From an optimization exercise on the open Yosys and OpenROAD flow, aimed at small area and a short achievable clock period; shortcuts taken in it are not production practice. At most, simulation tests tie the RTL to the original design; equivalence was not proved. Only the layout flow was run in runs 2 to 5 and 8; the RTL was not checked for function there. Power and IR drop assume default switching activity.

--- flow/design.v ---
module cpu_core(
	input clk, reset,
	output[15:0] mem_addr,
	output[15:0] mem_wdata,
	output mem_we,
	input[15:0] mem_rdata
	);
	localparam FETCH = 2'd0, DECODE = 2'd1, EX = 2'd2, WB = 2'd3;
	reg [1:0] ph;
	reg [15:0] instr, pc, addr_q, opa, opb, alu_q;
	reg we_q, rst_q;
	reg cout;
	reg [1:0] cg1, psr1;	 
	reg [2:0] cg2, psr2;	 
	wire fetch = ph == FETCH;
	wire dec = ph == DECODE;
	wire ex = ph == EX;
	wire wb = ph == WB;
	assign mem_addr = addr_q;	 
	assign mem_wdata = opa;		 
	assign mem_we = we_q;
	wire [3:0] op = instr[15:12];
	wire [3:0] ox = instr[7:4];
	wire [3:0] rd = instr[11:8];
	wire [3:0] rs = instr[3:0];
	wire c_r = (op == 4'b0000) | (op == 4'b1000 & ox[2]);
	wire c_i = (op == 4'b0101) | (op == 4'b1001) | (op == 4'b1011) | (op == 4'b0001) |
	           (op == 4'b0010) | (op == 4'b0011) | (op == 4'b1101) | (op == 4'b1111) |
	           (op == 4'b1000 & ~ox[2]);
	wire c_l = (op == 4'b0100) & (ox == 4'b0000);
	wire c_s = (op == 4'b0100) & (ox == 4'b0100);
	wire c_j = (op == 4'b0100) & (ox != 4'b0000) & (ox != 4'b0100);
	wire c_b = (op == 4'b1100);
	wire known = c_r | c_i | c_l | c_s | c_j | c_b;
	wire c_ri = c_r | c_i;
	wire [3:0] f = c_r ? ox : op;		 
	wire f_or = f == 4'b0010, f_xor = f == 4'b0011;
	wire f_add = f == 4'b0101, f_sub = f == 4'b1001, f_cmp = f == 4'b1011;
	wire f_sll = c_r ? (ox == 4'b0100) : (op == 4'b1000);
	wire lui = ~c_r & (op == 4'b1111);
	wire f_mov = c_r ? (ox == 4'b1101) : (op == 4'b1101) | lui;
	wire d_sub = c_ri & (f_sub | f_cmp);
	wire nx_act = dec & known | ex;
	reg is_add, is_sub, setznl, psr_en, rf_we;
	reg s_l, s_j, s_sum, s_mov, s_or, s_xor, s_sll;
	always @(posedge clk) begin
		is_add <= nx_act & (c_ri & f_add | c_b);
		is_sub <= nx_act & d_sub;
		setznl <= nx_act & c_ri & f_cmp;
		psr_en <= nx_act & c_ri;
		rf_we <= ex & (c_ri & ~f_cmp | c_l | c_j & (ox == 4'b1000));
		s_l <= c_l;
		s_j <= c_j;
		s_sum <= nx_act & (c_b | c_ri & (f_add | f_sub | f_cmp));
		s_mov <= c_ri & f_mov;
		s_or <= c_ri & f_or;
		s_xor <= c_ri & f_xor;
		s_sll <= c_ri & f_sll;
	end
	reg [15:0] rf [0:15];
	reg [15:0] rda, rdb;
	integer i;
	always @(*) begin
		rda = 16'd0;
		rdb = 16'd0;
		for (i = 0; i < 16; i = i + 1) begin
			rda = rda | ({16{rd == i}} & rf[i]);
			rdb = rdb | ({16{rs == i}} & rf[i]);
		end
	end
	always @(posedge clk)
		rst_q <= ~reset;
	wire [15:0] rf_d = alu_q & {16{~rst_q}};
	always @(posedge clk)
		for (i = 0; i < 16; i = i + 1)
			if (rst_q | rf_we & (rd == i))
				rf[i] <= rf_d;
	wire [15:0] se_imm = {{8{instr[7]}}, instr[7:0]};
	wire [15:0] b_src = c_r ? rdb : lui ? {instr[7:0], 8'd0} : se_imm;
	wire [15:0] a = opa;
	wire [15:0] b = opb ^ {16{is_sub}};
	wire [16:0] sum = {1'b0, a} + {1'b0, opb} + {16'd0, is_sub};
	wire c16 = sum[16];
	wire sign17 = a[15] ^ opb[15] ^ c16;	 
	wire eq = &(a ^ opb);			 
	wire [31:0] shl = {16'd0, a} << b[3:0];
	wire [15:0] sll = b[15] ? ((b[14:4] == 11'h7ff) ? shl[31:16] : 16'd0)
	                        : ((b[14:4] == 11'h000) ? shl[15:0] : 16'd0);
	wire [15:0] pc1 = pc + 16'd1;
	reg [15:0] other;
	always @(*) begin
		if (s_l) other = mem_rdata;
		else if (s_j) other = pc1;
		else if (s_mov) other = b;
		else if (s_or) other = a | b;
		else if (s_xor) other = a ^ b;
		else if (s_sll) other = sll;
		else other = a & b;
		if (dec) other[15] = rda[15] & rdb[15];
	end
	wire [15:0] res = s_sum ? sum[15:0] : other;
	wire p15 = alu_q[15];
	wire ovf = (~p15 & a[15] & b[15]) | (p15 & ~a[15] & ~b[15]);
	always @(posedge clk) begin
		if (rst_q) begin
			cg1 <= 2'b0;
			cg2 <= 3'b0;
			cout <= 1'b0;
		end else begin
			if (is_add) begin
				cg1 <= {ovf, cout};
				cout <= sign17;
			end
			if (is_sub) begin
				cg1 <= {ovf | sign17, ~c16};
				cout <= sign17;
			end
			if (setznl)
				cg2 <= {sign17, eq, ~c16};
		end
		if (rst_q) begin
			psr1 <= 2'b0;
			psr2 <= 3'b0;
		end else if (psr_en) begin
			psr1 <= cg1;
			psr2 <= cg2;
		end
	end
	wire carry = psr1[0], fl = psr1[1], low = psr2[0], zero = psr2[1], neg = psr2[2];
	reg cond;
	always @(*)
		case (rd)
			4'b0000: cond = zero;
			4'b0001: cond = ~zero;
			4'b0010: cond = carry;
			4'b0011: cond = ~carry;
			4'b0100: cond = low;
			4'b0101: cond = ~low;
			4'b0110: cond = neg;
			4'b0111: cond = ~neg;
			4'b1000: cond = fl;
			4'b1001: cond = ~fl;
			4'b1010: cond = ~low & ~zero;
			4'b1011: cond = low & zero;
			4'b1100: cond = ~neg & ~zero;
			4'b1101: cond = neg | zero;
			4'b1110: cond = 1'b1;
			default: cond = 1'b0;
		endcase
	wire [15:0] target = (c_j & cond) ? opa : (c_b & cond) ? alu_q : pc1;
	wire [15:0] pc_next = wb ? target : pc;
	wire next_ma = dec & known | ex & (c_l | c_s);
	always @(posedge clk) begin
		if (~reset) begin
			ph <= FETCH;
			pc <= 16'd0;
			addr_q <= 16'd0;
			we_q <= 1'b0;
		end else begin
			case (ph)
				FETCH: ph <= DECODE;
				DECODE: ph <= known ? EX : FETCH;
				EX: ph <= WB;
				default: ph <= FETCH;
			endcase
			pc <= pc_next;
			addr_q <= next_ma ? rdb : pc_next;
			we_q <= ex & c_s;
		end
		if (fetch)
			instr <= mem_rdata;
		opa <= c_b ? pc : c_j ? rdb : rda;
		opb <= b_src ^ {16{d_sub}};
		alu_q <= res;
	end
endmodule
--- flow/run.sh ---
#!/bin/bash
# synth_recipe.tcl (not shown) runs the flow's synth.tcl, then flattens the netlist and writes it again
# the make line also repeats each setting of config.mk as NAME=value (left out here)
make -C /OpenROAD-flow-scripts/flow DESIGN_CONFIG=/design/flow/config.mk WORK_HOME=/design/flow/orfs CLKGATE_MAP_FILE= SYNTH_SCRIPT=/design/flow/synth_recipe.tcl finish
--- flow/config.mk ---
export PLATFORM = sky130hd
export DESIGN_NAME = cpu_core
export DESIGN_NICKNAME = cpu_core
export VERILOG_FILES = /design/flow/design.v
export SDC_FILE = /design/flow/constraint.sdc
export NUM_CORES = 4
export LEC_CHECK = 0
export CAP_MARGIN = 20
export CORE_MARGIN = 2
export CORE_UTILIZATION = 40
export SLEW_MARGIN = 20
--- flow/constraint.sdc ---
create_clock -name core_clock -period 10.0 [get_ports {clk}]
set_input_delay 2.0000 -clock core_clock [delete_from_list [all_inputs] [get_ports {clk}]]
set_output_delay 2.0000 -clock core_clock [all_outputs]
set_load 0.01 [all_outputs]
==> run_results.csv, run 1 <==
group,metric,value,unit
cts,post-cts-setup-buffers,0,
placement,portBuffers,50,
synth,synth_cell_types,84,
setup_path,cp_slowest_cell,"dfxtp_1",
grt,track_usage,29.9,%
floorplanning,dieArea,51600,um^2
route,wire_per_inst,31.2,um
cts,cts_sinks,379,
synth,ys_ff_latch,379,
floorplanning,ios,51,
synth,syn_area,19900,um^2
placement,hpwl,49.0,mm
pwr,vdd_ir_drop_max,0.000172,V
sta,max_slew_margin,18.0,%
route,ant_nets,0,
synth,yosys.area_share.simple,12.8,%
cts,cts_tree,"built",
final_layout,final_layout_size_suffix_gt1_share,9.93,%
cts,clk_pin_slew_worst_paths,0.06,ns
floorplanning,start_util,40.6,%
synth,synthMuxAreaShare,3.41,%
sta,tightest_slew,1.23,ns
cts,ctsHoldBuffers,0,
final_layout,nets,1874,
final_layout,multi_input_area,9050,um^2
synth,synth_xor_area_share,2.75,%
sta,fin_crit,4.09,ns
synth,synthArstFlopShare,0,%
sta,fin_tns_setup,0,ns
sta,hold_violations,0,
final_layout,layout-area-overhead-vs-synth,13.4,%
run,drv_cap,0,
pwr,power_per_cell_area,216,nW/um^2
synth,synth_compound_area_share,21.9,%
setup_path,crit_chain,"clkdlybuf4s50_1",
floorplanning,rows,81,
sta,setup_viol,0,
route,post-route-drc-count,0,
setup_path,crit_buf_inv,1,
grt,grt_max_degree,44,
route,via_per_inst,6.84,
floorplanning,fp.dieW,227,um
synth,synth_fa_ha_area_share,3.34,%
run_status,status,"timing/DRC/antenna clean",
floorplanning,die_h,227,um
synth,synth_warnings,2,
final_layout,fillers,4525,
sta,fin_worst_skew,0.0135,ns
setup_path,end_kind,"output pin",
sta,maxSlewViolCount,0,
synth,netlist_instances,1787,
sta,post-route-period-util,40.9,%
synth,synth_ff_type,"edfxtp_1",
setup_path,critPathTopFamily,"flip-flops",
cts,clkLatencyLatePin,0.57,ns
synth,synth_edf_count,272,
route,dr.pass1.iters,6,
setup_path,cp-start-kind,"flop",
grt,grt-ovfl-total,0,
cts,post_cts_resized,0,
grt,antenna_found_initial,2,
floorplanning,core-area,49100,um^2
synth,yosysSeqAreaShare,51.8,%
sta,rsz0062_at_grt,"no",
cts,root_buffer,"clkbuf_16",
synth,syn-num-nets,1857,
setup_path,crit_path_max_incr_delay,0.84,ns
pwr,leakage,0.00820,uW
setup_path,crit_fanout,11,
route,drt-initial-drc-count,2869,
cts,h-tree-depth,2,
route,drt_wl_total,78.0,mm
final_layout,seqCellArea,10300,um^2
synth,synth_top_family_by_area,"compound AO/OA/AOI/OAI gates",
cts,cts_buffers,39,
grt,grt_pass1_vias,16100,
sta,fmax,0.245,GHz
min_path,hold_path.class,"flop to flop",
grt,grt_pass1_wl,111,mm
setup_path,crit_arrival,2.09,ns
setup_path,setup.worst_path.class,"flop to output pin",
setup_path,critical_path_required,8.00,ns
synth,synth_area_per_cell,11.1,um^2
placement,gp_congestion,0.932,
route,dr_total_vias,17100,
cts,cts.path.max_buffers,3,
final_layout,post-route-util,46.0,%
==> layout by cell type, fill, tap and decap left out, drive strengths merged, types with 8 or more instances in the layout <==
cell and n:
a211o 16, a211oi 21, a21o 26, a21oi 76, a221oi 92, a22o 84
a22oi 93, a31oi 9, and4 13, buf 62, clkbuf 48, clkdlybuf4s50 50
clkinv 21, dfxtp 107, edfxtp 272, ha 50, inv 63, mux2i 33
mux4 14, nand2 116, nand3 49, nand4 43, nor2 119, nor2b 23
nor3 26, nor4 17, nor4b 8, nor4bb 11, o2111ai 13, o211ai 14
o21a 10, o21ai 41, o22ai 23, o31ai 8, xnor2 39, xor2 17
==> per-stage QoR <==
stage	instance area (um^2)	cells	setup WS (ns)	hold WS, ns	power [uW]
global route	22600	2497	5.86	0.509	5040
CTS	22500	2496	5.92	0.484	4830
detailed placement	21400	2426	5.82	0.468	3470
global placement	21400	2425	5.86	0.470	3460
finish	22600	2498	5.91	0.481	4870
floorplan	19900	1787	7.02	0.445	2910
==> final timing paths <==
path	startpoint	end	slack [ns]	cells past startpoint
hold / removal	cg2[0]	cg2[0]	0.48	2
hold reg to reg	cg2[0]	cg2[0]	0.48	2
setup reg to reg	is_sub	alu_q[1]	6.19	8
setup / recovery	opa[1]	mem_wdata[1]	5.91	1
==> sequential cells by signal, indices dropped and copies added (netlist names), 2 cells and up <==
name,flops
opb,16
pc,16
cg1,2
cg2,3
opa,16
instr,16
psr1,2
addr_q,16
rf,256
ph,2
psr2,3
alu_q,16
==> cells by family (layout without fill, tap and decap cells) <==
| group | Yosys count | in the layout |
|---|---|---|
| AO/OA/AOI/OAI | 576 | 576 |
| AND/OR/NAND/NOR | 476 | 476 |
| flip-flops | 379 | 379 |
| buffers and inverters | 198 | 244 |
| XOR/XNOR | 56 | 56 |
| adder cells (fa/ha/maj) | 52 | 52 |
| multiplexers | 50 | 50 |
| other | 0 | 1 |
==> cell type report <==
cell class,count,area share (%)
diodes,1,0.0111
clock buffers,48,4.56
inverters,62,1.03
repair buffers,112,4.35
multi-input cells,1210,40.1
clock inverters,22,0.577
well taps,664,3.68
flip-flops and latches,379,45.7
==> where the power goes <==
part	internal [uW]	leakage, uW	switching, uW
sequential	1970	0.00367	247
combinational	476	0.00396	807
clock	738	0.000576	632
total	3190	0.00820	1690
==> per-layer routing <==
| metal | part of all wire [%] | up-vias | wire length [um] | global-route usage, % |
|---|---|---|---|---|
| met4 | 5.6 | 2 | 4400 | 15.3 |
| met3 | 13 | 303 | 10000 | 8.07 |
| met2 | 44 | 1385 | 34000 | 45.1 |
| li1 | - | 7098 | - | - |
| met5 | 0.019 | - | 15 | 0 |
| met1 | 38 | 8301 | 29600 | 39.7 |
==> cell usage after synthesis, types with 33 or more instances <==
library cell	count	share of area, %
mux2i_1	33	1.7
a22o_1	84	3.7
nand2_1	116	2.2
nand3_1	49	1.2
dfxtp_1	107	11
ha_1	50	3.1
nor2_1	119	2.2
a22oi_1	92	3.5
clkbuf_1	97	1.8
a221oi_1	92	4.0
a21oi_1	76	1.9
nand4_1	43	1.4
inv_1	58	1.1
edfxtp_1	272	41
xnor2_1	39	1.7
==> run 2, diff against run 1 <==
--- a/flow/design.v
+++ b/flow/design.v
@@ -9,5 +9,5 @@
 	reg [1:0] ph;
 	reg [15:0] instr, pc, addr_q, opa, opb, alu_q;
-	reg we_q, rst_q;
+	reg we_q, rst_q, r15_q;
 	reg cout;
 	reg [1:0] cg1, psr1;	 
@@ -42,15 +42,17 @@
 	wire d_sub = c_ri & (f_sub | f_cmp);
 	wire nx_act = dec & known | ex;
-	reg is_add, is_sub, setznl, psr_en, rf_we;
+	wire nx_wb = ex;
+	reg is_add, is_sub, setznl, psr_en, rf_we, imm_ovf;
 	reg s_l, s_j, s_sum, s_mov, s_or, s_xor, s_sll;
 	always @(posedge clk) begin
-		is_add <= nx_act & (c_ri & f_add | c_b);
-		is_sub <= nx_act & d_sub;
-		setznl <= nx_act & c_ri & f_cmp;
-		psr_en <= nx_act & c_ri;
-		rf_we <= ex & (c_ri & ~f_cmp | c_l | c_j & (ox == 4'b1000));
+		is_add <= nx_wb & (c_ri & f_add | c_b);
+		is_sub <= nx_wb & d_sub;
+		setznl <= nx_wb & c_ri & f_cmp;
+		psr_en <= nx_wb & c_ri;
+		imm_ovf <= c_i;
+		rf_we <= wb & (c_ri & ~f_cmp | c_l | c_j & (ox == 4'b1000));
 		s_l <= c_l;
 		s_j <= c_j;
-		s_sum <= nx_act & (c_b | c_ri & (f_add | f_sub | f_cmp));
+		s_sum <= nx_act & c_b | nx_wb & c_ri & (f_add | f_sub | f_cmp);
 		s_mov <= c_ri & f_mov;
 		s_or <= c_ri & f_or;
@@ -59,13 +61,11 @@
 	end
 	reg [15:0] rf [0:15];
-	reg [15:0] rda, rdb;
+	wire [3:0] ra = dec ? rs : rd;
+	reg [15:0] port;
 	integer i;
 	always @(*) begin
-		rda = 16'd0;
-		rdb = 16'd0;
-		for (i = 0; i < 16; i = i + 1) begin
-			rda = rda | ({16{rd == i}} & rf[i]);
-			rdb = rdb | ({16{rs == i}} & rf[i]);
-		end
+		port = 16'd0;
+		for (i = 0; i < 16; i = i + 1)
+			port = port | ({16{ra == i}} & rf[i]);
 	end
 	always @(posedge clk)
@@ -77,7 +77,9 @@
 				rf[i] <= rf_d;
 	wire [15:0] se_imm = {{8{instr[7]}}, instr[7:0]};
-	wire [15:0] b_src = c_r ? rdb : lui ? {instr[7:0], 8'd0} : se_imm;
+	wire [15:0] b_src = (c_ri & ~c_r) ? (lui ? {instr[7:0], 8'd0} : se_imm) :
+	                    c_b ? se_imm : port;
 	wire [15:0] a = opa;
-	wire [15:0] b = opb ^ {16{is_sub}};
+	wire [15:0] b = opb;			 
+	wire b15 = opb[15] ^ is_sub;
 	wire [16:0] sum = {1'b0, a} + {1'b0, opb} + {16'd0, is_sub};
 	wire c16 = sum[16];
@@ -90,5 +92,5 @@
 	reg [15:0] other;
 	always @(*) begin
-		if (s_l) other = mem_rdata;
+		if (s_l) other = ex ? mem_rdata : alu_q;
 		else if (s_j) other = pc1;
 		else if (s_mov) other = b;
@@ -97,10 +99,10 @@
 		else if (s_sll) other = sll;
 		else other = a & b;
-		if (dec) other[15] = rda[15] & rdb[15];
 	end
 	wire [15:0] res = s_sum ? sum[15:0] : other;
-	wire p15 = alu_q[15];
-	wire ovf = (~p15 & a[15] & b[15]) | (p15 & ~a[15] & ~b[15]);
+	wire ovf_e = imm_ovf & a[15] & b15 & ~r15_q;
+	wire ovf_w = (~sum[15] & a[15] & b15) | (sum[15] & ~a[15] & ~b15);
 	always @(posedge clk) begin
+		r15_q <= addr_q[15];		 
 		if (rst_q) begin
 			cg1 <= 2'b0;
@@ -109,9 +111,9 @@
 		end else begin
 			if (is_add) begin
-				cg1 <= {ovf, cout};
+				cg1 <= {ovf_w, sign17};
 				cout <= sign17;
 			end
 			if (is_sub) begin
-				cg1 <= {ovf | sign17, ~c16};
+				cg1 <= {ovf_w | sign17, ~c16};
 				cout <= sign17;
 			end
@@ -123,6 +125,6 @@
 			psr2 <= 3'b0;
 		end else if (psr_en) begin
-			psr1 <= cg1;
-			psr2 <= cg2;
+			psr1 <= is_add ? {ovf_e, cout} : is_sub ? {ovf_e | sign17, ~c16} : cg1;
+			psr2 <= setznl ? {sign17, eq, ~c16} : cg2;
 		end
 	end
@@ -148,7 +150,6 @@
 			default: cond = 1'b0;
 		endcase
-	wire [15:0] target = (c_j & cond) ? opa : (c_b & cond) ? alu_q : pc1;
+	wire [15:0] target = (c_j & cond) ? opb : (c_b & cond) ? alu_q : pc1;
 	wire [15:0] pc_next = wb ? target : pc;
-	wire next_ma = dec & known | ex & (c_l | c_s);
 	always @(posedge clk) begin
 		if (~reset) begin
@@ -165,11 +166,13 @@
 			endcase
 			pc <= pc_next;
-			addr_q <= next_ma ? rdb : pc_next;
+			addr_q <= (dec & known) ? port : (ex & (c_l | c_s)) ? opb : pc_next;
 			we_q <= ex & c_s;
 		end
 		if (fetch)
 			instr <= mem_rdata;
-		opa <= c_b ? pc : c_j ? rdb : rda;
-		opb <= b_src ^ {16{d_sub}};
+		if (dec)
+			opb <= b_src ^ {16{d_sub}};
+		if (~wb)
+			opa <= c_b ? pc : port;
 		alu_q <= res;
 	end
==> flow/flow/run.sh (new file) <==
#!/bin/bash
set -euo pipefail
export SETUP_SLACK_MARGIN=7
bash standard.sh > standard.log 2>&1
==> flow/standard.sh (new file) <==
#!/bin/bash
# synth_recipe.tcl (not shown) runs the flow's synth.tcl, then flattens the netlist and writes it again
# the make line also repeats each setting of config.mk as NAME=value (left out here)
make -C /OpenROAD-flow-scripts/flow DESIGN_CONFIG=/design/flow/config.mk WORK_HOME=/design/flow/orfs CLKGATE_MAP_FILE= SYNTH_SCRIPT=/design/flow/synth_recipe.tcl "${@:-finish}"
removed: flow/run.sh
==> run 2 against run 1 <==
Compared with the run above:
- still clean
- non-clock buffer count increased by 50
- worst setup slack better by 0.81 ns
- combinational power about the same
- fmax up 25%
- largest cell class unchanged
- largest power group unchanged
==> run_results.csv, run 2 <==
group,metric,value,unit
sta,hold_violations,0,
placement,portBuffers,50,
pwr,power_per_cell_area,226,nW/um^2
synth,yosys-top-cells-count,"edfxtp_1, a21oi_1, nor2_1",
floorplanning,start_util,40.6,%
route,drt_wl_total,64.8,mm
grt,antenna_found_initial,1,
synth,yosys.area.top_type,"edfxtp_1",
setup_path,cp-start-kind,"flop",
sta,rsz0062_at_grt,"yes",
sta,fin_tns_setup,0,ns
placement,gp_congestion,0.939,
final_layout,top_register,"rf",
synth,synthTopCellsByArea,"edfxtp_1, dfxtp_1, a21oi_1, a221oi_1, ha_1",
pwr,leakage,0.00810,uW
pwr,vdd_ir_drop_max,0.000189,V
setup_path,crit_fanout,2,
run_status,status,"timing/DRC/antenna clean",
route,dr.pass1.iters,6,
synth,yosysSeqAreaShare,58.6,%
floorplanning,ios,51,
grt,grt_pass1_wl,91.9,mm
synth,synth_warnings,2,
sta,fin_crit,3.27,ns
grt,grt_max_degree,46,
synth,synthArstFlopShare,0,%
run,drv_cap,0,
cts,cts_buffers,40,
setup_path,crit_buf_inv,1,
setup_path,crit_chain,"buf_2",
synth,netlist_instances,1551,
grt,grt-ovfl-total,0,
floorplanning,die_h,219,um
cts,root_buffer,"clkbuf_16",
synth,synth_area_per_cell,11.9,um^2
synth,synth_edf_count,320,
synth,synth_top_area_share,52.0,%
synth,ys_ff_latch,381,
floorplanning,fp.dieW,219,um
cts,h-tree-depth,2,
final_layout,layout-area-overhead-vs-synth,18.7,%
final_layout,nets,1705,
route,wire_per_inst,28.4,um
sta,fin_worst_skew,0.0186,ns
setup_path,end_kind,"output pin",
cts,cts.path.max_buffers,3,
route,via_per_inst,6.32,
sta,max_slew_margin,26.6,%
sta,fmax,0.306,GHz
final_layout,largest_register_ffs,256,
floorplanning,core-area,45500,um^2
setup_path,cp_slowest_cell,"edfxtp_1",
floorplanning,rows,78,
sta,holdWs,0.392,ns
cts,cts_tree,"built",
sta,maxSlewViolCount,0,
synth,syn-num-nets,1605,
cts,cts_sinks,381,
sta,post-route-period-util,32.7,%
cts,clkLatencyLatePin,0.55,ns
synth,synth_cell_types,84,
synth,synth_ff_type,"edfxtp_1",
sta,tightest_slew,1.10,ns
final_layout,final_cell_mix,"edfxtp_1, nor2_1, a21oi_1, buf_4, nand2_1",
floorplanning,dieArea,47900,um^2
grt,grt_pass1_vias,13500,
route,drt-initial-drc-count,1578,
synth,syn_area,18500,um^2
setup_path,critPathTopFamily,"flip-flops",
setup_path,setup.worst_path.class,"flop to output pin",
setup_path,crit_path_max_incr_delay,0.52,ns
final_layout,layout_commonest_cell,"edfxtp_1",
route,ant_nets,0,
final_layout,final_layout_size_suffix_gt1_share,22.0,%
placement,hpwl,40.9,mm
grt,track_usage,26.3,%
cts,ctsHoldBuffers,0,
sta,setup_viol,0,
synth,yosysMostFrequentCell,"edfxtp_1",
route,dr_total_vias,14400,
cts,clk_pin_slew_worst_paths,0.06,ns
min_path,hold_path.class,"flop to flop",
setup_path,critical_path_required,8.00,ns
route,post-route-drc-count,0,
setup_path,crit_arrival,1.27,ns
-- run 2: final cells by class --
| class | instances | area [um^2] |
|---|---|---|
| sequential | 381 | 10900 |
| timing repair inverter | 1 | 7.51 |
| antenna | 2 | 5.00 |
| timing repair buffer | 162 | 1340 |
| fill | 4072 | 23500 |
| inverter | 59 | 245 |
| multi-input combinational | 1006 | 7410 |
| tap | 600 | 751 |
| clock buffer | 51 | 1090 |
| clock inverter | 18 | 225 |
-- run 2: layer usage --
metal | up-vias | global-route usage, % | wire length [um]
met5 | - | 0 | 17
met4 | 2 | 12.2 | 3130
met3 | 173 | 4.14 | 5910
met2 | 823 | 43.3 | 30700
met1 | 7165 | 34.1 | 25100
li1 | 6240 | - | -
-- run 2: logic make-up after synthesis --
family	Yosys count	share of synthesized area, %
compound gates	478	18.4
xor+xnor	42	1.99
fa+ha+maj	36	2.52
buf+inv	166	3.74
flops	381	58.6
mux	47	3.53
simple gates	401	11.2
-- run 2: repair_timing --
| item | CTS | global route |
|---|---|---|
| buffers inserted | 29 | 46 |
| gates cloned | 1 | 3 |
| pin swaps | 4 | 32 |
| setup endpoints to repair | 124 | 90 |
| gates resized for setup | 217 | 83 |
-- run 2: worst paths after layout --
check	startpoint	endpoint	slack (ns)	depth (start not counted)
max	opa[10]	mem_wdata[10]	6.73	1
min	addr_q[15]	r15_q	0.39	0
max reg2reg	opa[1]	cg1[1]	6.89	13
min reg2reg	addr_q[15]	r15_q	0.39	0
-- run 2: power breakdown --
group	switching [uW]	leakage, uW	internal (uW)
clock	622	0.000652	859
combinational	790	0.00364	500
sequential	166	0.00381	2010
total	1580	0.00810	3370
-- run 2: through the flow --
| step | cells | util [%] | power (uW) | area [um^2] | setup slack, ns |
|---|---|---|---|---|---|
| after floorplan | 1551 | - | 2810 | 18500 | 7.06 |
| after global placement | 2130 | 43.1 | 3270 | 19600 | 6.01 |
| after detailed placement | 2130 | 43.1 | 3270 | 19600 | 5.98 |
| after CTS | 2229 | 46.7 | 4810 | 21200 | 6.73 |
| after global routing | 2278 | 48.2 | 5110 | 21900 | 6.71 |
| final | 2280 | 48.2 | 4950 | 21900 | 6.73 |
==> run 3, diff against run 2 <==
--- a/flow/design.v
+++ b/flow/design.v
@@ -10,4 +10,5 @@
 	reg [15:0] instr, pc, addr_q, opa, opb, alu_q;
 	reg we_q, rst_q, r15_q;
+	reg [15:0] wdata_q;
 	reg cout;
 	reg [1:0] cg1, psr1;	 
@@ -18,5 +19,5 @@
 	wire wb = ph == WB;
 	assign mem_addr = addr_q;	 
-	assign mem_wdata = opa;		 
+	assign mem_wdata = wdata_q;	 
 	assign mem_we = we_q;
 	wire [3:0] op = instr[15:12];
@@ -86,5 +87,9 @@
 	wire sign17 = a[15] ^ opb[15] ^ c16;	 
 	wire eq = &(a ^ opb);			 
-	wire [31:0] shl = {16'd0, a} << b[3:0];
+	reg [3:0] sh_amt;
+	always @(posedge clk)
+		if (dec)
+			sh_amt <= b_src[3:0];
+	wire [31:0] shl = {16'd0, a} << sh_amt;
 	wire [15:0] sll = b[15] ? ((b[14:4] == 11'h7ff) ? shl[31:16] : 16'd0)
 	                        : ((b[14:4] == 11'h000) ? shl[15:0] : 16'd0);
@@ -175,4 +180,5 @@
 		if (~wb)
 			opa <= c_b ? pc : port;
+		wdata_q <= port;		 
 		alu_q <= res;
 	end
==> run 3 against run 2 <==
Compared with the run above:
- first-iteration DRC count is 19% higher
- largest cell class unchanged
- fmax is 6.5% higher
- critical path type unchanged
- still clean
- non-clock buffer count is 16 higher
- largest power group unchanged
==> run_results.csv, run 3 <==
group,metric,value,unit
run_status,status,"timing/DRC/antenna clean",
synth,yosysMostFrequentCell,"edfxtp_1",
cts,cts_buffers,43,
sta,hold_violations,0,
synth,yosysSeqAreaShare,57.9,%
synth,syn_area,19400,um^2
min_path,whs_path_depth,0,
placement,portBuffers,50,
grt,track_usage,26.3,%
floorplanning,die_h,225,um
setup_path,cp_slowest_cell,"dfxtp_4",
sta,fmax,0.325,GHz
final_layout,n_antenna_cell,0,
grt,grt_max_degree,44,
synth,netlist_instances,1700,
synth,synth_top_area_share,50.0,%
setup_path,end_kind,"output pin",
sta,maxSlewViolCount,0,
route,drt_wl_total,68.1,mm
synth,yosys.area.top_type,"edfxtp_1",
cts,root_buffer,"clkbuf_16",
synth,synth_cell_types,89,
setup_path,r2r-start,"opb[0]",
setup_path,setup.worst_path.class,"flop to output pin",
synth,syn-num-nets,1753,
setup_path,crit_path_max_incr_delay,0.38,ns
synth,synth_ff_type,"edfxtp_1",
final_layout,final_layout_size_suffix_gt1_share,20.3,%
pwr,vdd_ir_drop_max,0.000150,V
sta,max_slew_margin,24.0,%
setup_path,crit_arrival,1.07,ns
final_layout,post-route-util,48.4,%
synth,synthArstFlopShare,0,%
cts,clk_pin_slew_worst_paths,0.06,ns
final_layout,layout-area-overhead-vs-synth,19.0,%
sta,rsz0062_at_grt,"yes",
floorplanning,start_util,40.7,%
route,drt-initial-drc-count,1879,
pwr,totalPowerFinal,5150,uW
placement,gp_congestion,0.990,
setup_path,path_depth,1,
cts,clkLatencyLatePin,0.59,ns
final_layout,top_register,"rf",
cts,cts_tree,"built",
final_layout,layout_commonest_cell,"edfxtp_1",
pwr,power_per_cell_area,222,nW/um^2
route,dr_total_vias,15400,
setup_path,crit_chain,"buf_6",
synth,synth_edf_count,324,
setup_path,crit_buf_inv,1,
setup_path,cp-start-kind,"flop",
route,ant_nets,0,
route,dr.pass1.iters,6,
floorplanning,fp.dieW,225,um
synth,synth_warnings,2,
synth,synth_area_per_cell,11.4,um^2
sta,fin_worst_skew,0.0139,ns
min_path,hp-start,"addr_q[15]",
final_layout,final_cell_mix,"edfxtp_1, nor2_1, nand3_1, buf_4, a21oi_1",
final_layout,nets,1861,
cts,cts_sinks,401,
sta,post-route-period-util,30.7,%
cts,h-tree-depth,2,
route,wire_per_inst,27.7,um
floorplanning,ios,51,
final_layout,largest_register_ffs,256,
synth,yosys-top-cells-count,"edfxtp_1, nor2_1, nand3_1",
sta,fin_tns_setup,0,ns
grt,grt_pass1_vias,14500,
setup_path,critPathTopFamily,"flip-flops",
pwr,leakage,0.00867,uW
cts,cts.path.max_buffers,3,
setup_path,crit_fanout,1,
grt,grt-ovfl-total,0,
floorplanning,dieArea,50400,um^2
sta,setup_viol,0,
route,via_per_inst,6.25,
floorplanning,core-area,47800,um^2
min_path,hold_path.class,"flop to flop",
grt,grt_pass1_wl,97.7,mm
setup_path,critical_path_required,8.00,ns
synth,synthTopCellsByArea,"edfxtp_1, dfxtp_1, nand3_1, a21oi_1, nor2_1",
synth,ys_ff_latch,401,
grt,antenna_found_initial,1,
sta,tightest_slew,1.14,ns
floorplanning,rows,80,
run,drv_cap,0,
setup_path,reg2reg_depth,11,
route,post-route-drc-count,0,
placement,hpwl,44.0,mm
setup_path,startpoint,"addr_q[9]",
sta,fin_crit,3.07,ns
## run 3: cell types whose count changed after synthesis, sizes merged, moves of 10 or more
cell    delta
inv       +17
nand4     +17
nand3     +84
o21ai     +20
dfxtp     +16
a22o      -19
a22oi     -15
clkbuf    +17
nand2     +24
a221oi    -32
mux2i     +10
## run 3: per-layer routing
metal | part of all wire, % | wire [um] | global-route usage (%)
met4 | 5.3 | 3610 | 12.3
met3 | 9.3 | 6330 | 3.93
met2 | 46 | 31000 | 41.8
met5 | 0.019 | 13 | 0
met1 | 40 | 27100 | 35.7
## run 3: metrics by stage
stage          worst slack (ns)  cells  area [um^2]  hold WS, ns
4_1_cts                    6.90   2404        22500        0.382
2_1_floorplan              7.16   1700        19400        0.382
6_report                   6.93   2458        23100        0.374
3_5_place_dp               5.90   2278        20600        0.370
3_3_place_gp               6.01   2278        20600        0.371
5_1_grt                    6.89   2458        23100        0.386
## run 3: report_power, final
group	switching [uW]	internal (uW)	leakage, uW
Clock	690	906	0.000670
Combinational	773	498	0.00402
Sequential	165	2110	0.00398
## run 3: cell type report
type / instances / area, um^2
inverters: 76 / 294
clock buffers: 51 / 1110
flip-flops and latches: 401 / 11300
well taps: 615 / 769
repair buffers: 178 / 1600
fillers: 4313 / 24700
multi-input cells: 1108 / 7760
clock inverters: 29 / 287
## run 3: path summary, 6_finish.rpt
path	slack (ns)	to
setup / recovery	6.93	mem_addr[9]
hold reg to reg	0.37	r15_q
setup reg to reg	7.01	psr2[0]
hold / removal	0.37	r15_q
## run 3: cells by family (layout without fill, tap and decap cells)
family | Yosys count | in the layout | synth area share (%)
xor+xnor | 42 | 42 | 1.89
fa+ha+maj | 35 | 35 | 2.33
mux | 52 | 55 | 3.60
simple gates | 527 | 528 | 14.1
buf+inv | 195 | 334 | 4.12
flops | 401 | 401 | 57.9
compound gates | 448 | 448 | 16.0
## run 3: repair_timing
| item | CTS | global route |
|---|---|---|
| buffers inserted | 44 | 50 |
| hold buffers | 0 | 0 |
| endpoints found under the setup margin | 127 | 87 |
| pin swaps | 9 | 12 |
| gates resized for setup | 231 | 45 |
| cloned | 2 | 4 |
| hold endpoints to repair | 0 | 0 |
==> run 4, diff against run 3 <==
--- a/flow/config.mk
+++ b/flow/config.mk
@@ -8,4 +8,6 @@
 export CAP_MARGIN = 20
 export CORE_MARGIN = 2
-export CORE_UTILIZATION = 40
+export CORE_UTILIZATION = 60
+export CTS_CLUSTER_DIAMETER = 100
+export CTS_CLUSTER_SIZE = 20
 export SLEW_MARGIN = 20
==> run 4 against run 3 <==
Compared with the run above:
- sequential share of layout area is 2.2 points higher
- combinational power decreased by 3%
- synthesized cell count unchanged
- routed wire length decreased by 7.1%
- sequential cell count unchanged
- critical path depth unchanged
==> run_results.csv, run 4 <==
group,metric,value,unit
placement,portBuffers,50,
sta,rsz0062_at_grt,"yes",
final_layout,layout-area-overhead-vs-synth,13.8,%
cts,cts_buffers,24,
placement,hpwl,40.6,mm
pwr,power_frac_seq,50.4,%
setup_path,cp_slowest_cell,"dfxtp_4",
floorplanning,start_util,61.3,%
route,drt_wl_total,63.3,mm
cts,clkLatencyLatePin,0.58,ns
synth,synth_top_area_share,50.0,%
sta,holdWs,0.381,ns
placement,pre_cts_slack,6.05,ns
setup_path,critPathTopFamily,"flip-flops",
final_layout,largest_register_ffs,256,
sta,fin_worst_skew,0.0422,ns
synth,synthArstFlopShare,0,%
sta,tightest_slew,1.18,ns
setup_path,critical_path_required,8.00,ns
sta,fmax,0.325,GHz
route,via_per_inst,6.96,
grt,grt_pass1_vias,14000,
floorplanning,ios,51,
synth,yosys.area.top_type,"edfxtp_1",
pwr,leakage,0.00831,uW
grt,antenna_found_initial,0,
sta,maxSlewViolCount,0,
setup_path,cp-start-kind,"flop",
synth,yosysSeqAreaShare,57.9,%
pwr,netSwitchingFraction,32.4,%
sta,post-route-period-util,30.8,%
grt,track_usage,36.3,%
sta,setup_viol,0,
sta,hold_violations,0,
route,post-route-drc-count,0,
setup_path,crit_chain,"buf_6",
setup_path,crit_buf_inv,1,
floorplanning,core-area,31700,um^2
pwr,power_per_cell_area,204,nW/um^2
cts,ctsHoldBuffers,0,
synth,ys_ff_latch,401,
run_status,status,"timing/DRC/antenna clean",
pwr,p_clk_share,22.5,%
placement,place_area,20300,um^2
min_path,hold_path.class,"flop to flop",
sta,fin_tns_setup,0,ns
grt,grt_pass1_wl,89.8,mm
synth,netlist_instances,1700,
sta,fin_crit,3.08,ns
final_layout,fillers,2302,
route,dr.pass1.iters,7,
synth,yosysMostFrequentCell,"edfxtp_1",
synth,synthTopCellsByArea,"edfxtp_1, dfxtp_1, nand3_1, a21oi_1, nor2_1",
route,drt-initial-drc-count,2214,
pwr,p_sw,1460,uW
final_layout,top_register,"rf",
floorplanning,dieArea,33900,um^2
placement,gp_congestion,0.996,
route,ant_nets,0,
pwr,vdd_ir_drop_max,0.000188,V
synth,synth_cell_types,89,
setup_path,end_kind,"output pin",
pwr,totalPowerFinal,4510,uW
synth,yosys-top-cells-count,"edfxtp_1, nor2_1, nand3_1",
final_layout,finalInstanceArea,22100,um^2
floorplanning,die_h,184,um
cts,clk_pin_slew_worst_paths,0.09,ns
floorplanning,rows,65,
run,drv_cap,0,
synth,synth_warnings,2,
pwr,p_int,3050,uW
setup_path,setup.worst_path.class,"flop to output pin",
final_layout,nets,1837,
sta,layout_setup_ws,6.92,ns
pwr,pwr-share-comb,27.2,%
sta,max_slew_margin,20.6,%
synth,syn_area,19400,um^2
setup_path,crit_fanout,1,
grt,grt-ovfl-total,0,
floorplanning,fp.dieW,184,um
route,dr_total_vias,15300,
synth,synth_edf_count,324,
final_layout,final_layout_size_suffix_gt1_share,18.8,%
route,wire_per_inst,28.7,um
synth,syn-num-nets,1753,
cts,cts_sinks,401,
setup_path,crit_arrival,1.08,ns
cts,cts.path.max_buffers,3,
final_layout,layout_commonest_cell,"edfxtp_1",
cts,root_buffer,"clkbuf_16",
cts,cts_tree,"built",
synth,synth_ff_type,"edfxtp_1",
final_layout,n_antenna_cell,0,
setup_path,crit_path_max_incr_delay,0.39,ns
cts,h-tree-depth,1,
grt,grt_max_degree,44,
synth,synth_area_per_cell,11.4,um^2
final_layout,final_cell_mix,"edfxtp_1, nor2_1, nand3_1, buf_4, nand2_1",
-- run 4: cell count changes in the layout (fill, tap and decap cells not counted), sizes merged, moves of 2 or more --
cell,delta
clkinv,-15
clkbuf,-10
buf,-5
clkinvlp,-5
bufinv,-4
inv,-2
-- run 4: repair_timing --
action                                  CTS  global route
pin swaps                                 3            24
gates cloned                              1             5
endpoints found under the setup margin  126            84
buffers inserted                         37            51
gates resized for setup                 217            64
-- run 4: cell families after synthesis --
| kind of cell | count (synthesis) | share of synthesized area [%] |
|---|---|---|
| buffers and inverters | 195 | 4.12 |
| and+or+nand+nor | 527 | 14.1 |
| AOI/OAI and AO/OA | 448 | 16.0 |
| muxes | 52 | 3.60 |
| adders and majority gates | 35 | 2.33 |
| DFF | 401 | 57.9 |
| xor gates and xnor gates | 42 | 1.89 |
-- run 4: final cells by class --
class | count | area, um^2 | share of cell area, %
multi-input cells | 1108 | 7830 | 35.4
well taps | 402 | 503 | 2.27
clock inverters | 3 | 25.0 | 0.113
flip-flops and latches | 401 | 11300 | 51.1
repair buffers | 173 | 1490 | 6.73
clock buffers | 41 | 686 | 3.10
inverters | 76 | 290 | 1.31
-- run 4: worst paths after layout --
path	slack [ns]	from	depth (start not counted)	end
worst min register to register	0.38	addr_q[15]	0	r15_q
worst min-delay path	0.38	addr_q[15]	0	r15_q
worst max register to register	6.96	instr[10]	14	addr_q[0]
worst max-delay path	6.92	addr_q[9]	1	mem_addr[9]
-- run 4: routing by layer --
layer | wire length, um | GRT usage (%) | part of all wire, %
met1 | 23700 | 49.3 | 37
met2 | 28900 | 57.1 | 46
met3 | 6620 | 4.60 | 10
met4 | 4060 | 20.4 | 6.4
met5 | 0 | 0 | 0
-- run 4: power by group through the flow --
stage	Combinational, uW	Clock [uW]	Sequential, uW
CTS	1110	1010	2270
global placement	1050	0	2320
detailed placement	1050	0	2320
finish	1230	1010	2270
global route	1300	1070	2290
floorplan	707	0	2240
-- run 4: through the flow --
| step | cells | util (%) |
|---|---|---|
| after CTS | 2148 | 67.6 |
| after floorplan | 1700 | - |
| after detailed placement | 2066 | 64.0 |
| after global routing | 2204 | 69.8 |
| after global placement | 2066 | 64.0 |
| final | 2204 | 69.8 |
==> run 5, diff against run 4 <==
--- a/flow/config.mk
+++ b/flow/config.mk
@@ -6,4 +6,5 @@
 export NUM_CORES = 4
 export LEC_CHECK = 0
+export ABC_AREA = 1
 export CAP_MARGIN = 20
 export CORE_MARGIN = 2
==> run 5 against run 4 <==
Compared with the run above:
- worst setup slack better by 0.024 ns
- register-to-register slack better by 0.09 ns
- cell area is 0.99% lower
==> run_results.csv, run 5 <==
group,metric,value,unit
run_status,status,"timing/DRC/antenna clean",
setup_path,crit_arrival,1.05,ns
sta,fin_tns_setup,0,ns
placement,placed_cells,2792,
pwr,power_per_cell_area,213,nW/um^2
sta,post-route-period-util,30.5,%
cts,clkLatencyLatePin,0.57,ns
synth,syn-num-nets,2422,
setup_path,crit_chain,"buf_6",
synth,synth_area_per_cell,8.48,um^2
sta,max_slew_margin,25.5,%
floorplanning,core-area,33300,um^2
final_layout,finalInstanceArea,21900,um^2
final_layout,post-route-util,65.8,%
setup_path,crit_fanout,2,
cts,cts.path.max_buffers,3,
sta,maxSlewViolCount,0,
synth,synthArstFlopShare,0,%
sta,fin_crit,3.05,ns
setup_path,setup.worst_path.class,"flop to output pin",
final_layout,top_register,"rf",
final_layout,layout_commonest_cell,"nand2_1",
pwr,leakage,0.00950,uW
sta,tightest_slew,1.11,ns
synth,yosys.area.top_type,"edfxtp_1",
pwr,vdd_ir_drop_max,0.000141,V
synth,synth_edf_count,324,
setup_path,critPathTopFamily,"flip-flops",
route,via_per_inst,5.93,
setup_path,cp_slowest_cell,"dfxtp_4",
setup_path,critical_path_required,8.00,ns
cts,root_buffer,"clkbuf_16",
synth,yosysSeqAreaShare,56.1,%
sta,fin_worst_skew,0.0164,ns
sta,fmax,0.327,GHz
floorplanning,ios,51,
route,post-route-drc-count,0,
sta,holdWs,0.416,ns
route,drt-initial-drc-count,2405,
setup_path,cp-start-kind,"flop",
grt,track_usage,35.9,%
setup_path,r2r_setup_slack,7.05,ns
run,drv_cap,0,
route,ant_nets,0,
floorplanning,start_util,60.4,%
grt,grt_pass1_vias,15600,
cts,cts_buffers,24,
final_layout,finalNonFillerCells,2861,
synth,syn_area,20100,um^2
floorplanning,rows,67,
cts,h-tree-depth,1,
grt,grt_max_degree,37,
setup_path,crit_path_max_incr_delay,0.37,ns
final_layout,layout-area-overhead-vs-synth,8.99,%
setup_path,crit_buf_inv,1,
placement,gp_congestion,0.994,
grt,grt_pass1_wl,94.0,mm
final_layout,n_antenna_cell,0,
synth,synth_ff_type,"edfxtp_1",
grt,grt-ovfl-total,0,
floorplanning,die_h,187,um
synth,yosys-top-cells-count,"nand2_1, edfxtp_1, nand3_1",
final_layout,largest_register_ffs,256,
cts,cts_sinks,401,
route,wire_per_inst,22.0,um
final_layout,final_cell_mix,"nand2_1, edfxtp_1, nand3_1, inv_1, nor2_1",
min_path,hold_path.class,"flop to flop",
final_layout,nets,2448,
final_layout,final_layout_size_suffix_gt1_share,7.50,%
placement,place_area,20800,um^2
route,drt_wl_total,63.0,mm
synth,synth_cell_types,41,
sta,hold_violations,0,
floorplanning,fp.dieW,187,um
synth,synth_top_area_share,48.4,%
sta,setup_viol,0,
placement,portBuffers,50,
cts,clk_pin_slew_worst_paths,0.08,ns
synth,synth_warnings,2,
synth,synthTopCellsByArea,"edfxtp_1, nand2_1, dfxtp_1, nand3_1, inv_1",
setup_path,end_kind,"output pin",
grt,antenna_found_initial,0,
route,dr.pass1.iters,6,
placement,hpwl,43.4,mm
route,dr_total_vias,17000,
synth,yosysMostFrequentCell,"nand2_1",
synth,netlist_instances,2369,
sta,rsz0062_at_grt,"yes",
cts,cts_tree,"built",
synth,ys_ff_latch,401,
floorplanning,dieArea,35000,um^2
-- run 5: cell types whose count changed in the layout (fill, tap and decap cells not counted), sizes merged, moves of 28 or more --
cell and change:
buf -76, mux2i -28, nand3 +105, inv +137, nor2 +75, nand2 +789
-- run 5: worst reg2reg max path, cell delays in order (launching register included) --
cell	delay [ns]
edfxtp_1	0.61
inv_1	0.21
nor3_1	0.43
nand3_1	0.29
nor2_2	0.29
nand2_1	0.09
nand3_1	0.24
nand3_1	0.11
nand3_1	0.10
nand2_1	0.07
nand2_1	0.06
nand2_1	0.07
nand2_1	0.05
nand2_1	0.04
nand2_1	0.14
-- run 5: logic make-up after synthesis --
family	Yosys count	synth area share [%]
and+or+nand+nor	1384	28.2
DFF	401	56.1
AOI/OAI and AO/OA	219	5.85
buffers and inverters	311	6.78
xor gates and xnor gates	19	0.828
adders and majority gates	35	2.25
-- run 5: routing by layer --
layer / wire length, um / track usage [%] / vias to the layer above
li1: - / - / 7816
met1: 25500 / 53.1 / 7821
met2: 27600 / 54.8 / 1164
met3: 7630 / 5.22 / 151
met4: 2260 / 11.8 / 0
met5: 0 / 0 / -
-- run 5: where the power goes --
group	switching [uW]	total, uW	internal (uW)
registers	166	2320	2150
clock network	550	1020	465
logic	926	1320	395
-- run 5: final timing paths --
check                           startpoint            to  cells after the start
worst max-delay path            addr_q[15]  mem_addr[15]                      1
worst min-delay path            addr_q[15]         r15_q                      0
worst max register to register     opb[15]      alu_q[2]                     14
worst min register to register  addr_q[15]         r15_q                      0
-- run 5: layout make-up --
type	count	area [um^2]
clock buffer	42	668
fill	2811	11400
timing repair inverter	1	5.00
clock inverter	2	50.0
timing repair buffer	94	853
sequential	401	11300
multi-input combinational	1657	7650
tap	448	561
inverter	216	823
-- run 5: repair_timing --
item                       in CTS  in global routing
setup endpoints to repair     131                105
hold endpoints to repair        0                  0
hold buffers                    0                  0
gates resized for setup       179                 52
buffers inserted                2                 21
gates cloned                    1                  0
pin swaps                       0                  5
-- run 5: per-stage QoR --
step	power (uW)	setup slack, ns
2_1_floorplan	3070	7.43
3_3_place_gp	3550	6.12
3_5_place_dp	3570	6.01
4_1_cts	4550	6.93
5_1_grt	4850	6.93
6_report	4660	6.95
==> run 6, diff against run 5 <==
--- a/flow/design.v
+++ b/flow/design.v
@@ -52,5 +52,5 @@
 		psr_en <= nx_wb & c_ri;
 		imm_ovf <= c_i;
-		rf_we <= wb & (c_ri & ~f_cmp | c_l | c_j & (ox == 4'b1000));
+		rf_we <= wb & c_ri & ~f_cmp | ex & (c_l | c_j & (ox == 4'b1000));
 		s_l <= c_l;
 		s_j <= c_j;
@@ -87,9 +87,5 @@
 	wire sign17 = a[15] ^ opb[15] ^ c16;	 
 	wire eq = &(a ^ opb);			 
-	reg [3:0] sh_amt;
-	always @(posedge clk)
-		if (dec)
-			sh_amt <= b_src[3:0];
-	wire [31:0] shl = {16'd0, a} << sh_amt;
+	wire [31:0] shl = {16'd0, a} << b[3:0];
 	wire [15:0] sll = b[15] ? ((b[14:4] == 11'h7ff) ? shl[31:16] : 16'd0)
 	                        : ((b[14:4] == 11'h000) ? shl[15:0] : 16'd0);
@@ -97,5 +93,5 @@
 	reg [15:0] other;
 	always @(*) begin
-		if (s_l) other = ex ? mem_rdata : alu_q;
+		if (s_l) other = mem_rdata;
 		else if (s_j) other = pc1;
 		else if (s_mov) other = b;
@@ -178,6 +174,5 @@
 		if (dec)
 			opb <= b_src ^ {16{d_sub}};
-		if (~wb)
-			opa <= c_b ? pc : port;
+		opa <= c_b ? pc : port;
 		wdata_q <= port;		 
 		alu_q <= res;
==> flow/flow/run.sh (replaced) <==
#!/bin/bash
set -euo pipefail
export SETUP_SLACK_MARGIN=7.2
export BUFFER_PORTS_ARGS="-buffer_cell sky130_fd_sc_hd__buf_4"
bash standard.sh > standard.log 2>&1
==> run 6 against run 5 <==
Compared with the run above:
- largest cell class unchanged
- largest power group unchanged
- synthesized area shrank 1.4%
- first-iteration DRC count grew 21%
- via count grew 4.6%
- cell area grew 0.86%
- die area shrank 1.4%
- count of clock-buffer cells in the layout shrank 2
- hold slack gained 0.057 ns
- clock skew grew 0.012 ns
- still clean on timing, DRC and antenna
==> run_results.csv, run 6 <==
group,metric,value,unit
sta,fmax,0.327,GHz
synth,syn_area,19800,um^2
route,drt_wl_total,68.9,mm
setup_path,end_kind,"output pin",
cts,cts.path.max_buffers,3,
synth,yosysMostFrequentCell,"nand2_1",
final_layout,n_antenna_cell,0,
sta,fin_worst_skew,0.0280,ns
sta,fin_crit,3.06,ns
sta,max_slew_margin,23.3,%
floorplanning,ios,51,
route,dr.pass1.iters,8,
final_layout,final_layout_size_suffix_gt1_share,11.8,%
floorplanning,start_util,60.9,%
final_layout,finalNonFillerCells,2890,
route,via_per_inst,6.13,
synth,synthTopCellsByArea,"edfxtp_1, nand2_1, dfxtp_1, nand3_1, inv_1",
pwr,p_sw,1770,uW
sta,fin_tns_setup,0,ns
setup_path,cp_slowest_cell,"dfxtp_4",
setup_path,crit_fanout,2,
synth,synth_area_per_cell,8.34,um^2
run_status,status,"timing/DRC/antenna clean",
grt,grt-ovfl-total,0,
final_layout,layout-area-overhead-vs-synth,11.5,%
setup_path,r2r-start,"opb[4]",
final_layout,nets,2485,
grt,grt_pass1_wl,100,mm
placement,gp_congestion,1.04,
grt,grt_max_degree,33,
placement,hpwl,46.8,mm
final_layout,largest_register_ffs,256,
pwr,p_clk_share,20.3,%
placement,place_area,20500,um^2
cts,clk_pin_slew_worst_paths,0.09,ns
cts,clkLatencyLatePin,0.56,ns
sta,post-route-period-util,30.6,%
cts,root_buffer,"clkbuf_16",
synth,yosys.area.top_type,"edfxtp_1",
final_layout,layout_commonest_cell,"nand2_1",
route,wire_per_inst,23.8,um
min_path,hp-start,"cg1[1]",
setup_path,critical_path_required,8.00,ns
grt,track_usage,39.9,%
setup_path,setup.worst_path.class,"flop to output pin",
sta,maxSlewViolCount,0,
sta,setup_viol,0,
setup_path,cp-start-kind,"flop",
pwr,totalPowerFinal,4750,uW
synth,syn-num-nets,2430,
setup_path,critPathTopFamily,"flip-flops",
setup_path,crit_arrival,1.06,ns
route,drt-initial-drc-count,2918,
placement,portBuffers,50,
pwr,power_frac_seq,48.3,%
floorplanning,core-area,32500,um^2
sta,tightest_slew,1.15,ns
setup_path,crit_buf_inv,1,
sta,layout_setup_ws,6.94,ns
synth,synth_cell_types,43,
synth,netlist_instances,2376,
pwr,netSwitchingFraction,37.2,%
synth,synth_edf_count,288,
synth,synth_ff_type,"edfxtp_1",
route,dr_total_vias,17700,
synth,synthArstFlopShare,0,%
floorplanning,rows,66,
synth,synth_top_area_share,43.6,%
final_layout,final_cell_mix,"nand2_1, edfxtp_1, nand3_1, inv_1, nor2_1",
sta,hold_violations,0,
cts,h-tree-depth,1,
synth,synth_warnings,2,
final_layout,fillers,2723,
synth,yosys-top-cells-count,"nand2_1, edfxtp_1, nand3_1",
floorplanning,die_h,186,um
min_path,hold_path.class,"flop to flop",
final_layout,top_register,"rf",
route,ant_nets,0,
pwr,power_per_cell_area,215,nW/um^2
setup_path,startpoint,"addr_q[15]",
synth,ys_ff_latch,397,
pwr,pwr-share-comb,31.4,%
grt,antenna_found_initial,1,
cts,cts_sinks,397,
grt,grt_pass1_vias,16100,
cts,cts_tree,"built",
setup_path,crit_chain,"buf_6",
run,drv_cap,0,
pwr,vdd_ir_drop_max,0.000219,V
pwr,leakage,0.00972,uW
cts,cts_buffers,23,
final_layout,finalInstanceArea,22100,um^2
floorplanning,dieArea,34500,um^2
pwr,p_int,2990,uW
placement,placed_cells,2797,
setup_path,crit_path_max_incr_delay,0.41,ns
synth,yosysSeqAreaShare,54.7,%
route,post-route-drc-count,0,
floorplanning,fp.dieW,186,um
placement,pre_cts_slack,6.42,ns
sta,rsz0062_at_grt,"yes",
## run 6: changes by cell type after synthesis, sizes merged, moves of 10 or more
cell	change
nand3	+50
nand2	-47
edfxtp	-36
dfxtp	+32
a21oi	+26
buf	-14
and2	-13
clkbuf	+10
## run 6: tightest hold or removal path: stages (launching register included)
cell,delay [ns]
dfxtp_1,0.30
nand2_1,0.07
a21oi_1,0.06
## run 6: final timing paths
path             endpoint  slack [ns]  cells past startpoint
min                cg1[1]        0.47                      2
max reg2reg      alu_q[2]        7.24                     12
max          mem_addr[15]        6.94                      1
min reg2reg        cg1[1]        0.47                      2
## run 6: cell families after synthesis
kind of cell / after synthesis / share of synthesized area (%)
xor gates and xnor gates: 22 / 0.972
buffers and inverters: 309 / 6.54
and+or+nand+nor: 1372 / 29.0
AOI/OAI and AO/OA: 240 / 6.49
DFF: 397 / 54.7
adders and majority gates: 36 / 2.35
## run 6: layout make-up
cell class	instances	area, um^2	share of cell area, %
Clock buffer	40	639	2.89
Multi-Input combinational cell	1674	8060	36.5
Tap cell	442	553	2.50
Timing Repair inverter	1	5.00	0.0227
Timing Repair Buffer	116	1040	4.72
Inverter	218	905	4.09
Clock inverter	2	13.8	0.0623
Sequential cell	397	10900	49.2
## run 6: what timing repair did
action                     CTS  global route
buffers inserted            19            26
cloned                       3             2
hold buffers                 0             0
resized for setup           99            69
setup endpoints to repair  123            76
pin swaps                    5            13
## run 6: power by group through the flow
stage	Sequential, uW	Combinational, uW	Clock [uW]
6_report	2300	1490	965
5_1_grt	2310	1590	1020
4_1_cts	2280	1370	960
3_5_place_dp	2310	1280	0
3_3_place_gp	2310	1270	0
2_1_floorplan	2230	813	0
## run 6: routing by layer
metal  global-route usage [%]  vias up  wire length, um
li1                         -     7912                -
met1                     59.1     8256            27000
met2                     58.0     1356            28900
met3                     8.59      202             9940
met4                     14.3        2             3050
met5                        0        -               12
## run 6: through the flow
stage | hold slack, ns | utilization [%]
global route | 0.524 | 67.9
global placement | 0.458 | 62.9
detailed placement | 0.466 | 63.0
finish | 0.473 | 67.9
CTS | 0.478 | 66.4
floorplan | 0.382 | -
==> run 7, diff against run 6 <==
==> flow/flow/run.sh (replaced) <==
#!/bin/bash
set -euo pipefail
export SETUP_SLACK_MARGIN=7
bash standard.sh > standard.log 2>&1
==> run 7 against run 6 <==
Compared with the run above:
- via count fell by 2.0%
- hold slack improved by 0.014 ns
- total power shrank 2.6%
- register-to-register slack worse by 0.18 ns
- combinational power fell by 7%
- critical path depth unchanged
- worst setup slack worse by 0.0087 ns
- fmax shrank 0.28%
- count of clock-buffer cells in the layout up 1
- sequential share of layout area increased by 1.0 points
- sequential cell count is the same
- utilization decreased by 1.5 points
- critical path type unchanged
- largest cell class unchanged
==> run_results.csv, run 7 <==
group,metric,value,unit
setup_path,setup.worst_path.class,"flop to output pin",
synth,synth_ff_type,"edfxtp_1",
setup_path,crit_chain,"buf_6",
setup_path,cp-start-kind,"flop",
setup_path,critical_path_required,8.00,ns
placement,hpwl,45.5,mm
final_layout,n_antenna_cell,0,
synth,yosys-top-cells-count,"nand2_1, edfxtp_1, nand3_1",
sta,fin_tns_setup,0,ns
grt,antenna_found_initial,1,
synth,synthTopCellsByArea,"edfxtp_1, nand2_1, dfxtp_1, nand3_1, inv_1",
floorplanning,dieArea,34500,um^2
route,wire_per_inst,23.4,um
final_layout,largest_register_ffs,256,
grt,grt_pass1_vias,15900,
floorplanning,fp.dieW,186,um
synth,yosys.area.top_type,"edfxtp_1",
final_layout,finalInstanceArea,21600,um^2
final_layout,final_layout_size_suffix_gt1_share,8.78,%
final_layout,final_cell_mix,"nand2_1, edfxtp_1, nand3_1, inv_1, nor2_1",
final_layout,layout-area-overhead-vs-synth,9.02,%
route,drt_wl_total,67.2,mm
placement,gp_congestion,1.02,
placement,portBuffers,50,
sta,fin_crit,3.07,ns
setup_path,end_kind,"output pin",
sta,fin_worst_skew,0.0352,ns
cts,clkLatencyLatePin,0.56,ns
pwr,vdd_ir_drop_max,0.000184,V
cts,cts_buffers,23,
floorplanning,die_h,186,um
route,dr_total_vias,17400,
sta,rsz0062_at_grt,"yes",
synth,syn-num-nets,2430,
sta,fmax,0.326,GHz
synth,ys_ff_latch,397,
cts,root_buffer,"clkbuf_16",
route,ant_nets,0,
placement,placed_cells,2799,
cts,h-tree-depth,1,
route,drt-initial-drc-count,3212,
placement,pre_cts_slack,6.41,ns
floorplanning,ios,51,
placement,place_area,20600,um^2
synth,yosysSeqAreaShare,54.7,%
setup_path,crit_arrival,1.07,ns
synth,synthArstFlopShare,0,%
route,dr.pass1.iters,6,
setup_path,crit_path_max_incr_delay,0.42,ns
final_layout,layout_commonest_cell,"nand2_1",
setup_path,cp_slowest_cell,"dfxtp_4",
floorplanning,rows,66,
grt,grt_pass1_wl,96.9,mm
synth,netlist_instances,2376,
run_status,status,"timing/DRC/antenna clean",
synth,synth_cell_types,43,
sta,post-route-period-util,30.7,%
cts,cts_tree,"built",
cts,cts.path.max_buffers,3,
sta,layout_setup_ws,6.93,ns
final_layout,finalNonFillerCells,2869,
setup_path,critPathTopFamily,"flip-flops",
sta,tightest_slew,1.17,ns
run,drv_cap,0,
final_layout,nets,2465,
grt,grt_max_degree,33,
cts,cts_sinks,397,
sta,maxSlewViolCount,0,
synth,syn_area,19800,um^2
sta,max_slew_margin,21.8,%
synth,yosysMostFrequentCell,"nand2_1",
synth,synth_area_per_cell,8.34,um^2
sta,hold_violations,0,
setup_path,crit_fanout,2,
cts,clk_pin_slew_worst_paths,0.08,ns
sta,setup_viol,0,
final_layout,top_register,"rf",
floorplanning,start_util,60.9,%
grt,grt-ovfl-total,0,
pwr,power_per_cell_area,214,nW/um^2
pwr,leakage,0.00951,uW
grt,track_usage,38.6,%
floorplanning,core-area,32500,um^2
setup_path,crit_buf_inv,1,
min_path,hold_path.class,"flop to flop",
route,post-route-drc-count,0,
synth,synth_edf_count,288,
synth,synth_warnings,2,
pwr,totalPowerFinal,4630,uW
synth,synth_top_area_share,43.6,%
route,via_per_inst,6.06,
-- run 7: cell types whose count changed in the layout (fill, tap and decap cells not counted), moves of 17 or more --
cell / previous run / this run
dfxtp_1: 73 / 92
dfxtp_2: 34 / 15
buf_2: 0 / 20
buf_6: 35 / 14
clkdlybuf4s50_1: 0 / 17
buf_4: 78 / 44
-- run 7: worst min-delay path, stage by stage, from the launching register on --
cell and delay (ns):
dfxtp_1 0.30, nand2_1 0.08, a21oi_1 0.06
-- run 7: area by class of cell --
cell class                 instances  area (um^2)
fill                            2739        10900
sequential                       397        10900
multi-input combinational       1672         7900
inverter                         218          852
timing repair buffer              96          773
clock buffer                      41          653
tap                              442          553
timing repair inverter             3         17.5
-- run 7: kinds of logic (layout without fill, tap and decap cells) --
kind of cell | Yosys count | in the layout | share of synthesized area (%)
simple gates | 1372 | 1374 | 29.0
flops | 397 | 397 | 54.7
buf+inv | 309 | 358 | 6.54
compound gates | 240 | 240 | 6.49
fa+ha+maj | 36 | 36 | 2.35
xor+xnor | 22 | 22 | 0.972
-- run 7: stage by stage --
step                hold slack (ns)  util (%)
finish                        0.487      66.4
global route                  0.507      66.4
CTS                           0.437      65.5
detailed placement            0.474      63.4
global placement              0.457      63.3
floorplan                     0.382         -
-- run 7: repair_timing --
item | in CTS | in global routing
endpoints found under the setup margin | 107 | 74
hold buffers | 0 | 0
setup buffers | 9 | 14
pin swaps | 3 | 3
cloned | 2 | 3
resized for setup | 170 | 42
-- run 7: routing by layer --
| layer | track usage, % | vias up | part of all wire (%) |
|---|---|---|---|
| met3 | 6.08 | 178 | 14 |
| met2 | 57.4 | 1264 | 43 |
| met1 | 57.3 | 8081 | 39 |
| li1 | - | 7850 | - |
| met4 | 14.1 | 2 | 4.3 |
| met5 | 0 | - | 0.019 |
-- run 7: where the power goes --
group	internal, uW	switching [uW]	total, uW	leakage [uW]
clock	444	523	966	0.000311
combinational	392	999	1390	0.00536
sequential	2090	181	2270	0.00384
total	2930	1700	4630	0.00951
-- run 7: worst paths after layout --
kind / startpoint / endpoint / cells after the start / slack [ns]
worst max-delay path: addr_q[15] / mem_addr[15] / 1 / 6.93
worst min-delay path: cg1[1] / cg1[1] / 2 / 0.49
worst max register to register: instr[11] / addr_q[6] / 14 / 7.06
worst min register to register: cg1[1] / cg1[1] / 2 / 0.49
==> run 8, diff against run 7 <==
--- a/flow/design.v
+++ b/flow/design.v
@@ -10,5 +10,4 @@
 	reg [15:0] instr, pc, addr_q, opa, opb, alu_q;
 	reg we_q, rst_q, r15_q;
-	reg [15:0] wdata_q;
 	reg cout;
 	reg [1:0] cg1, psr1;	 
@@ -19,5 +18,5 @@
 	wire wb = ph == WB;
 	assign mem_addr = addr_q;	 
-	assign mem_wdata = wdata_q;	 
+	assign mem_wdata = opa;		 
 	assign mem_we = we_q;
 	wire [3:0] op = instr[15:12];
@@ -175,5 +174,4 @@
 			opb <= b_src ^ {16{d_sub}};
 		opa <= c_b ? pc : port;
-		wdata_q <= port;		 
 		alu_q <= res;
 	end
==> run 8 against run 7 <==
Compared with the run above:
- clock power down 1%
- largest cell class unchanged
- global-route usage is 0.75 points lower
- sequential cell count fell by 16
- still clean on timing, DRC and antenna
- combinational power is essentially flat
- non-clock buffer count grew 15
- cell area is 1.6% lower
- utilization is 0.99 points higher
- fmax is 1.3% lower
- largest power group unchanged
==> run_results.csv, run 8 <==
group,metric,value,unit
run_status,status,"timing/DRC/antenna clean",
sta,tightest_slew,1.16,ns
grt,grt-ovfl-total,0,
min_path,hp-start,"addr_q[15]",
floorplanning,dieArea,33500,um^2
run,drv_cap,0,
setup_path,crit_path_max_incr_delay,0.32,ns
final_layout,final_cell_mix,"nand2_1, edfxtp_1, inv_1, nand3_1, nor2_1",
setup_path,r2r_setup_slack,7.17,ns
placement,hpwl,42.7,mm
floorplanning,core-area,31600,um^2
route,drt-initial-drc-count,2653,
cts,cts_sinks,381,
pwr,leakage,0.00935,uW
pwr,vdd_ir_drop_max,0.000154,V
synth,yosysSeqAreaShare,54.6,%
synth,synth_top_area_share,44.9,%
cts,root_buffer,"clkbuf_16",
grt,grt_pass1_wl,93.6,mm
synth,yosysMostFrequentCell,"nand2_1",
final_layout,largest_register_ffs,256,
grt,track_usage,37.8,%
setup_path,crit_chain,"buf_6 > buf_6",
grt,grt_pass1_vias,15600,
final_layout,layout-area-overhead-vs-synth,10.5,%
synth,synth_edf_count,288,
setup_path,cp_slowest_cell,"dfxtp_2",
final_layout,n_antenna_cell,0,
setup_path,startpoint,"opa[8]",
sta,setup_viol,0,
cts,cts_buffers,23,
grt,antenna_found_initial,0,
sta,post-route-period-util,31.1,%
synth,synth_cell_types,38,
placement,gp_congestion,1.00,
placement,place_area,20000,um^2
final_layout,final_layout_size_suffix_gt1_share,8.92,%
setup_path,reg2reg_depth,14,
floorplanning,fp.dieW,183,um
synth,yosys.area.top_type,"edfxtp_1",
setup_path,cp-start-kind,"flop",
final_layout,finalInstanceArea,21300,um^2
sta,fin_crit,3.11,ns
synth,syn-num-nets,2398,
setup_path,crit_arrival,1.11,ns
cts,h-tree-depth,1,
setup_path,r2r-start,"instr[8]",
route,wire_per_inst,22.5,um
final_layout,layout_commonest_cell,"nand2_1",
[run 8: changes by cell type after synthesis, sizes merged, moves of 10 or more]
| cell | previous run | this run |
|---|---|---|
| nand3 | 267 | 199 |
| nand2 | 843 | 888 |
| a21oi | 111 | 95 |
| dfxtp | 109 | 93 |
| inv | 215 | 231 |
| nor2 | 201 | 186 |
| clkbuf | 58 | 48 |
| o21ai | 110 | 120 |
[run 8: layout make-up]
cell class                      instances  area [um^2]
Sequential cell                       381        10600
Fill cell                            2576        10300
Multi-Input combinational cell       1644         7590
Timing Repair Buffer                  111         1010
Inverter                              232          902
Clock buffer                           40          639
Tap cell                              402          503
Clock inverter                          1         20.0
Timing Repair inverter                  2         10.0
[run 8: how the worst max path moves through the flow]
stage,to,slack (ns)
after global routing,mem_wdata[8],6.87
after floorplan,psr2[2],7.35
after global placement,rst_q,6.21
final,mem_wdata[8],6.89
after CTS,mem_wdata[15],6.89
after detailed placement,addr_q[5],6.15
[run 8: cell families (layout without fill, tap and decap cells)]
logic type | count (synthesis) | in the layout | share of synthesized area, %
flip-flops | 381 | 381 | 54.6
buffers and inverters | 320 | 386 | 6.88
XOR/XNOR | 22 | 22 | 1.00
adder cells (fa/ha/maj) | 36 | 36 | 2.42
AND/OR/NAND/NOR | 1343 | 1344 | 28.4
AO/OA/AOI/OAI | 242 | 242 | 6.72
[run 8: stage by stage]
stage	utilization (%)	power, uW	instances	hold slack [ns]	setup slack (ns)
floorplan	-	2900	2344	0.382	7.35
global placement	63.3	3360	2727	0.402	6.21
detailed placement	63.3	3390	2727	0.395	6.15
CTS	66.5	4410	2796	0.403	6.89
global route	67.4	4700	2813	0.416	6.87
finish	67.4	4510	2813	0.413	6.89
[run 8: power by group]
part,switching [uW],internal [uW],total [uW]
sequential,147,2010,2160
clock,514,441,955
combinational,955,438,1390
[run 8: worst reg2reg max path, cell delays in order, from the launching register on]
cell and delay [ns]:
edfxtp_1 0.53, nor2_1 0.31, nand2_1 0.16, o21ai_1 0.14, inv_1 0.06, a21oi_2 0.33
nand3_4 0.31, nand2_4 0.32, nand2_1 0.08, nand3_1 0.10, nand2_1 0.10, nand2_1 0.09
nand2_1 0.05, nand2_1 0.07, a21oi_1 0.06
[run 8: metal layers]
metal	global-route usage [%]	share of wire, %
met5	0	0
met4	12.6	3.8
met3	7.19	13
met2	57.4	43
met1	55.1	40
[run 8: timing repair]
item,in CTS,in global routing
gates cloned,2,1
gates resized for setup,223,22
endpoints found under the setup margin,124,68
buffers inserted,26,15
pin swaps,0,1

Setup slack of run 8, layout unchanged: 6.889 ns with ideal ports, 6.834 ns with driving cells assumed (clock clkbuf_16, inputs buf_2), 6.633 ns with port delays also shifted by the 0.587 ns mid clock arrival.
